This design comes from an exercise in tuning for small area, a short achievable clock period and few clock cycles on the open sky130 flow, not from production work. At most, simulation tests tie the RTL to the original design; equivalence was not proved.

==> job 8655: inputs <==
// mult
module mult #(parameter XLEN = 32, parameter NUM_STAGE = 4)
(
    input clock, reset,
    input start,
    input [1:0] sign,
    input [XLEN-1:0] mcand, mplier,
    output [(2*XLEN)-1:0] product,
    output logic done
);
    wire [32:0] a = {sign[0] & mcand[31], mcand};
    wire [32:0] b = {sign[1] & mplier[31], mplier};
    wire one0_d = b[0] ^ 1'b0;
    wire two0_d = (b[1] & ~b[0] & ~1'b0) | (~b[1] & b[0] & 1'b0);
    wire neg0_d = b[1];
    wire one1_d = b[2] ^ b[1];
    wire two1_d = (b[3] & ~b[2] & ~b[1]) | (~b[3] & b[2] & b[1]);
    wire neg1_d = b[3];
    wire one2_d = b[4] ^ b[3];
    wire two2_d = (b[5] & ~b[4] & ~b[3]) | (~b[5] & b[4] & b[3]);
    wire neg2_d = b[5];
    wire one3_d = b[6] ^ b[5];
    wire two3_d = (b[7] & ~b[6] & ~b[5]) | (~b[7] & b[6] & b[5]);
    wire neg3_d = b[7];
    wire one4_d = b[8] ^ b[7];
    wire two4_d = (b[9] & ~b[8] & ~b[7]) | (~b[9] & b[8] & b[7]);
    wire neg4_d = b[9];
    wire one5_d = b[10] ^ b[9];
    wire two5_d = (b[11] & ~b[10] & ~b[9]) | (~b[11] & b[10] & b[9]);
    wire neg5_d = b[11];
    wire one6_d = b[12] ^ b[11];
    wire two6_d = (b[13] & ~b[12] & ~b[11]) | (~b[13] & b[12] & b[11]);
    wire neg6_d = b[13];
    wire one7_d = b[14] ^ b[13];
    wire two7_d = (b[15] & ~b[14] & ~b[13]) | (~b[15] & b[14] & b[13]);
    wire neg7_d = b[15];
    wire one8_d = b[16] ^ b[15];
    wire two8_d = (b[17] & ~b[16] & ~b[15]) | (~b[17] & b[16] & b[15]);
    wire neg8_d = b[17];
    wire one9_d = b[18] ^ b[17];
    wire two9_d = (b[19] & ~b[18] & ~b[17]) | (~b[19] & b[18] & b[17]);
    wire neg9_d = b[19];
    wire one10_d = b[20] ^ b[19];
    wire two10_d = (b[21] & ~b[20] & ~b[19]) | (~b[21] & b[20] & b[19]);
    wire neg10_d = b[21];
    wire one11_d = b[22] ^ b[21];
    wire two11_d = (b[23] & ~b[22] & ~b[21]) | (~b[23] & b[22] & b[21]);
    wire neg11_d = b[23];
    wire one12_d = b[24] ^ b[23];
  ...
Settings: LEC_CHECK=0, ABC_AREA=1, CAP_MARGIN=20, CORE_MARGIN=2, CORE_UTILIZATION=40, CTS_CLUSTER_DIAMETER=150, CTS_CLUSTER_SIZE=25, PLACE_DENSITY=0.6, SLEW_MARGIN=20, SYNTH_HIERARCHICAL=1; clock period 10.0 ns.
standard.sh (not shown) runs the stock make flow with config.mk's settings and CLKGATE_MAP_FILE= SYNTH_SCRIPT=/design/flow/synth_recipe.tcl, a recipe that flattens the netlist after the stock synthesis.
==> flow/flow/run.sh <==
#!/bin/bash
set -euo pipefail
bash standard.sh SETUP_SLACK_MARGIN=6.6 "BUFFER_PORTS_ARGS=-buffer_cell sky130_fd_sc_hd__buf_2" finish > flow_make.log 2>&1
==> inputs of job 3346, as changes to job 8655 <==
CTS_CLUSTER_DIAMETER = unset   (was 150)
CTS_CLUSTER_SIZE = unset   (was 25)
==> qor summary <==
metric	job 8655	job 3346
Status	timing/DRC/antenna clean	timing/DRC/antenna clean
Reg2Reg Setup Slack	6.61 ns	6.60 ns
Total routed wire length on the met1 layer	46.90 mm	46.70 mm
Total iterations of the first detailed-routing run	6	5
Max stage delay on crit path	0.59 ns	0.58 ns
Vias in the first global route	27570	27920
Met2 track utilization from global routing	0.4206	0.4215
Net total in the final layout	4345	4371
ClkCell Share	0.01500	0.04062
Fmax	294.8 MHz	294.5 MHz
Ratio of final minimum period to clock period	0.3392	0.3395
WL/cell	24.79 um	24.59 um
Global routing usage on met3	0.07867	0.08737
Layout Utilization	0.4355	0.4468
Transition at the pin with the smallest max-transition slack	0.8558 ns	0.8305 ns
Resize count post-CTS	21	19
Function was not checked in any run of this note: the RTL went through the layout flow alone.

========
==> build 77 <==
mult, a different RTL version from the one above (not shown whole).
Design mult, start of the top module:
module mult #(parameter XLEN = 32, parameter NUM_STAGE = 4)
(
    input clock, reset,
    input start,
    input [1:0] sign,
    input [XLEN-1:0] mcand, mplier,
    output [(2*XLEN)-1:0] product,
    output logic done
);
export LEC_CHECK = 0
export ABC_AREA = 1
export CAP_MARGIN = 20
export CORE_MARGIN = 2
export CORE_UTILIZATION = 40
export CTS_CLUSTER_DIAMETER = 100
export CTS_CLUSTER_SIZE = 20
export PLACE_DENSITY = 0.6
export SLEW_MARGIN = 20
export SYNTH_HIERARCHICAL = 1
create_clock -name core_clock -period 10.0 [get_ports {clock}]
Scripts as last shown in full above: flow/flow/run.sh
==> trial 28: changes against build 77 <==
Settings changed: CORE_UTILIZATION 40 to 65, PLACE_DENSITY 0.6 to 0.75.
==> run notes <==
- Build 77 finished with timing, DRC and antenna clean. Trial 28 finished clean.
- In register-to-register slack, build 77 and trial 28 hardly differ.
- In trial 28 the count of clock-buffer cells in the layout is lower than in build 77, by 4.
- Clock skew: build 77 is higher than trial 28 (0.015 ns).
- Design area: build 77 is larger than trial 28 (1.2%).
- Between build 77 and trial 28, the lower via count is in build 77 (gap 4.7%, measured against trial 28).
- In synthesized area, build 77 and trial 28 do not differ.
- Die area: build 77 is larger than trial 28 (about 60%).
==> figures <==
Status: trial 28 timing/DRC/antenna clean; build 77 timing/DRC/antenna clean
Vertical extent of the die: trial 28 225.1 um; build 77 285.9 um
CTS-repair resized insts: trial 28 61; build 77 43
Number of fill cells: trial 28 3520; build 77 7555
Inserted Clock Buffers: trial 28 23; build 77 27
Fin Hold WS: trial 28 0.4068 ns; build 77 0.4075 ns
Non-clock buffering overhead in the final layout: trial 28 4.777%; build 77 4.350%
Worst slack, placed: trial 28 6.180 ns; build 77 6.199 ns
Critical path endpoint: trial 28 p[58]; build 77 t4[127]
Final std cells w/o fill: trial 28 3780; build 77 4212
Sum of net half-perimeters after detailed placement: trial 28 74.99 mm; build 77 74.22 mm
Tapcell Cnt: trial 28 622; build 77 1050
Post-layout minimum cycle time: trial 28 3.419 ns; build 77 3.419 ns
FF-to-FF setup slack: trial 28 6.58 ns; build 77 6.58 ns
Multi-input logic area: trial 28 22940 um^2; build 77 22770 um^2
Transition time at the pin with the least slew margin: trial 28 1.127 ns; build 77 0.8661 ns
Testbench counts of build 77, summed over its fixed seeds: cycles 7,056.
Testbench counts of trial 28, summed over its fixed seeds: cycles 7,056.

========
==> nickel: inputs <==
Another version of the RTL of mult (not shown whole).
// mult
module mult #(parameter XLEN = 32, parameter NUM_STAGE = 4)
(
    input clock, reset,
    input start,
    input [1:0] sign,
    input [XLEN-1:0] mcand, mplier,
    output [(2*XLEN)-1:0] product,
    output logic done
);
    wire [32:0] a = {sign[0] & mcand[31], mcand};
    wire [32:0] b = {sign[1] & mplier[31], mplier};
    wire one0_d = b[0] ^ 1'b0;
    wire two0_d = (b[1] & ~b[0] & ~1'b0) | (~b[1] & b[0] & 1'b0);
    wire neg0_d = b[1];
    wire one1_d = b[2] ^ b[1];
    wire two1_d = (b[3] & ~b[2] & ~b[1]) | (~b[3] & b[2] & b[1]);
    wire neg1_d = b[3];
    wire one2_d = b[4] ^ b[3];
    wire two2_d = (b[5] & ~b[4] & ~b[3]) | (~b[5] & b[4] & b[3]);
    wire neg2_d = b[5];
    wire one3_d = b[6] ^ b[5];
    wire two3_d = (b[7] & ~b[6] & ~b[5]) | (~b[7] & b[6] & b[5]);
    wire neg3_d = b[7];
    wire one4_d = b[8] ^ b[7];
    wire two4_d = (b[9] & ~b[8] & ~b[7]) | (~b[9] & b[8] & b[7]);
    wire neg4_d = b[9];
    wire one5_d = b[10] ^ b[9];
    wire two5_d = (b[11] & ~b[10] & ~b[9]) | (~b[11] & b[10] & b[9]);
    wire neg5_d = b[11];
    wire one6_d = b[12] ^ b[11];
    wire two6_d = (b[13] & ~b[12] & ~b[11]) | (~b[13] & b[12] & b[11]);
    wire neg6_d = b[13];
    wire one7_d = b[14] ^ b[13];
    wire two7_d = (b[15] & ~b[14] & ~b[13]) | (~b[15] & b[14] & b[13]);
    wire neg7_d = b[15];
    wire one8_d = b[16] ^ b[15];
    wire two8_d = (b[17] & ~b[16] & ~b[15]) | (~b[17] & b[16] & b[15]);
    wire neg8_d = b[17];
    wire one9_d = b[18] ^ b[17];
    wire two9_d = (b[19] & ~b[18] & ~b[17]) | (~b[19] & b[18] & b[17]);
    wire neg9_d = b[19];
    wire one10_d = b[20] ^ b[19];
    wire two10_d = (b[21] & ~b[20] & ~b[19]) | (~b[21] & b[20] & b[19]);
    wire neg10_d = b[21];
    wire one11_d = b[22] ^ b[21];
    wire two11_d = (b[23] & ~b[22] & ~b[21]) | (~b[23] & b[22] & b[21]);
    wire neg11_d = b[23];
    wire one12_d = b[24] ^ b[23];
    wire two12_d = (b[25] & ~b[24] & ~b[23]) | (~b[25] & b[24] & b[23]);
    wire neg12_d = b[25];
    wire one13_d = b[26] ^ b[25];
    wire two13_d = (b[27] & ~b[26] & ~b[25]) | (~b[27] & b[26] & b[25]);
    wire neg13_d = b[27];
    wire one14_d = b[28] ^ b[27];
  ...
Settings: LEC_CHECK=0, ABC_AREA=1, CAP_MARGIN=20, CORE_MARGIN=2, CORE_UTILIZATION=40, PLACE_DENSITY=0.6, SLEW_MARGIN=20, SYNTH_HIERARCHICAL=1; clock period 10.0 ns.
run.sh (not shown) runs the stock make flow with config.mk's settings and CLKGATE_MAP_FILE= SYNTH_SCRIPT=/design/flow/synth_recipe.tcl, a recipe that flattens the netlist after the stock synthesis.
Stock flow here: none of the scripts above is used.
==> inputs of zinc, as changes to nickel <==
--- a/flow/design.v
+++ b/flow/design.v
@@ -1690,17 +1690,18 @@
     wire s61_478, c61_478;
     mult_fa u478 (.a(t4[237]), .b(c60_419), .c(s61_420), .s(s61_478), .co(c61_478));
     wire s62_479, c62_479;
     mult_fa u479 (.a(1'b1), .b(c61_420), .c(hs62_43), .s(s62_479), .co(c62_479));
     wire s63_480, c63_480;
     mult_fa u480 (.a(t4[240]), .b(t4[241]), .c(hc62_43), .s(s63_480), .co(c63_480));
     wire [63:0] row0 = {c62_479, c61_478, c60_477, c59_476, c58_475, c57_474, c56_473, c55_472, c54_471, c53_470, c52_469, c51_468, c50_467, c49_466, c48_465, c47_464, c46_463, c45_462, c44_461, c43_460, c42_459, c41_458, c40_457, c39_456, c38_455, c37_454, c36_453, c35_452, c34_451, c33_450, c32_449, c31_448, c30_447, c29_446, c28_445, c27_444, c26_443, c25_442, c24_441, c23_440, c22_439, c21_438, c20_437, c19_436, c18_435, c17_434, c16_433, c15_432, c14_431, c13_430, c12_429, c11_428, c10_427, c9_426, c8_425, c7_424, c6_423, c5_422, c4_421, hc3_45, hc2_44, t4[5], t4[2], t4[0]};
     wire [63:0] row1 = {s63_480, s62_479, s61_478, s60_477, s59_476, s58_475, s57_474, s56_473, s55_472, s54_471, s53_470, s52_469, s51_468, s50_467, s49_466, s48_465, s47_464, s46_463, s45_462, s44_461, s43_460, s42_459, s41_458, s40_457, s39_456, s38_455, s37_454, s36_453, s35_452, s34_451, s33_450, s32_449, s31_448, s30_447, s29_446, s28_445, s27_444, s26_443, s25_442, s24_441, s23_440, s22_439, s21_438, s20_437, s19_436, s18_435, s17_434, s16_433, s15_432, s14_431, s13_430, s12_429, s11_428, s10_427, s9_426, s8_425, s7_424, s6_423, s5_422, s4_421, hs3_45, hs2_44, 1'b0, t4[1]};
-    assign product = row0 + row1;
+    logic [63:0] p;
+    assign product = p;
     always_ff @(posedge clock) begin
         ar <= a;
         one[0] <= one0_d;
         two[0] <= two0_d;
         neg[0] <= neg0_d;
         one[1] <= one1_d;
         two[1] <= two1_d;
         neg[1] <= neg1_d;
@@ -1986,23 +1987,24 @@
         t4[234] <= pp14_33;
         t4[235] <= pp15_31;
         t4[236] <= pp16_29;
         t4[237] <= hc60_40;
         t4[238] <= pp15_32;
         t4[239] <= pp16_30;
         t4[240] <= pp15_33;
         t4[241] <= pp16_31;
+        p <= row0 + row1;
     end
-    logic [1:0] vld;
+    logic [2:0] vld;
     always_ff @(posedge clock) begin
         if (reset) vld <= '0;
-        else vld <= {vld[0:0], start};
+        else vld <= {vld[1:0], start};
     end
-    assign done = vld[1];
+    assign done = vld[2];
 endmodule
 module mult_fa (input a, b, c, output s, co);
     assign s = a ^ b ^ c;
     assign co = (a & b) | (a & c) | (b & c);
 endmodule
 module mult_ha (input a, b, output s, co);
     assign s = a ^ b;
     assign co = a & b;
==> flow/flow/run.sh (new file) <==
#!/bin/bash
set -euo pipefail
bash standard.sh SETUP_SLACK_MARGIN=6.6 finish > flow_make.log 2>&1
==> flow/standard.sh (new file) <==
#!/bin/bash
# synth_recipe.tcl (not shown) runs the flow's synth.tcl, then flattens the netlist and writes it again
# the make line also repeats each setting of config.mk as NAME=value (left out here)
make -C /OpenROAD-flow-scripts/flow DESIGN_CONFIG=/design/flow/config.mk WORK_HOME=/design/flow/orfs CLKGATE_MAP_FILE= SYNTH_SCRIPT=/design/flow/synth_recipe.tcl "${@:-finish}"
removed: flow/run.sh
==> metrics.yaml <==
status: "complete, no violations"
reg_top3: "t4 x242, p x64, ar x33"
synthMuxAreaShare: 0.004621
clock_area_frac: 0.04199
ys_types: 31
synthesis.instances: 3769
That was zinc.
==> metrics.yaml <==
cts_buffers: 38
wl_met3_mm: 15.16
synthesis.instances: 3704
reg_top3: "t4 x242, ar x33"
status: "complete, no violations"
ys_types: 30
viasPerCell: 5.682
That was nickel.
Testbench counts of zinc, summed over its fixed seeds: cycles 7,056.
Only the layout flow was run in nickel; the RTL was not checked for function there.

## port drivers added, routing unchanged
The results above use ideal ports. As a check the final layouts listed here were re-extracted and re-timed, cells and wires unchanged.
Step 1: set_driving_cell puts a clkbuf_16 on clock and a buf_2 on each other input, an assumption about the parent block.
Step 2 moves the port delays by t, midway between the first and last clock arrival at a register: inputs arrive t later, outputs are due t later. That takes back most of the time a late clock gives input paths.
Three values: ideal ports, drivers, drivers and shift; two values: the first two.
run	t (ns)	setup WS [ns]	worst setup path at the end	clock arrival spread, ns	slew at the worst register clock pin (ns)
job 8655	0.635	6.608 / 6.608 / 6.608	register to register	0.036 / 0.036	0.12 / 0.12
job 3346	0.651	6.605 / 6.605 / 6.605	register to register	0.025 / 0.025	0.06 / 0.06
build 77	0.673	6.581 / 6.581 / 6.581	register to register	0.031 / 0.031	0.09 / 0.09
trial 28	0.639	6.581 / 6.581 / 6.581	register to register	0.016 / 0.017	0.09 / 0.09
nickel	0.631	3.757 / 3.694 / 4.325	register to output	0.025 / 0.025	0.07 / 0.07
zinc	0.669	6.614 / 6.614 / 6.614	register to register	0.040 / 0.039	0.07 / 0.07
After both steps setup and hold are still met in every run listed.
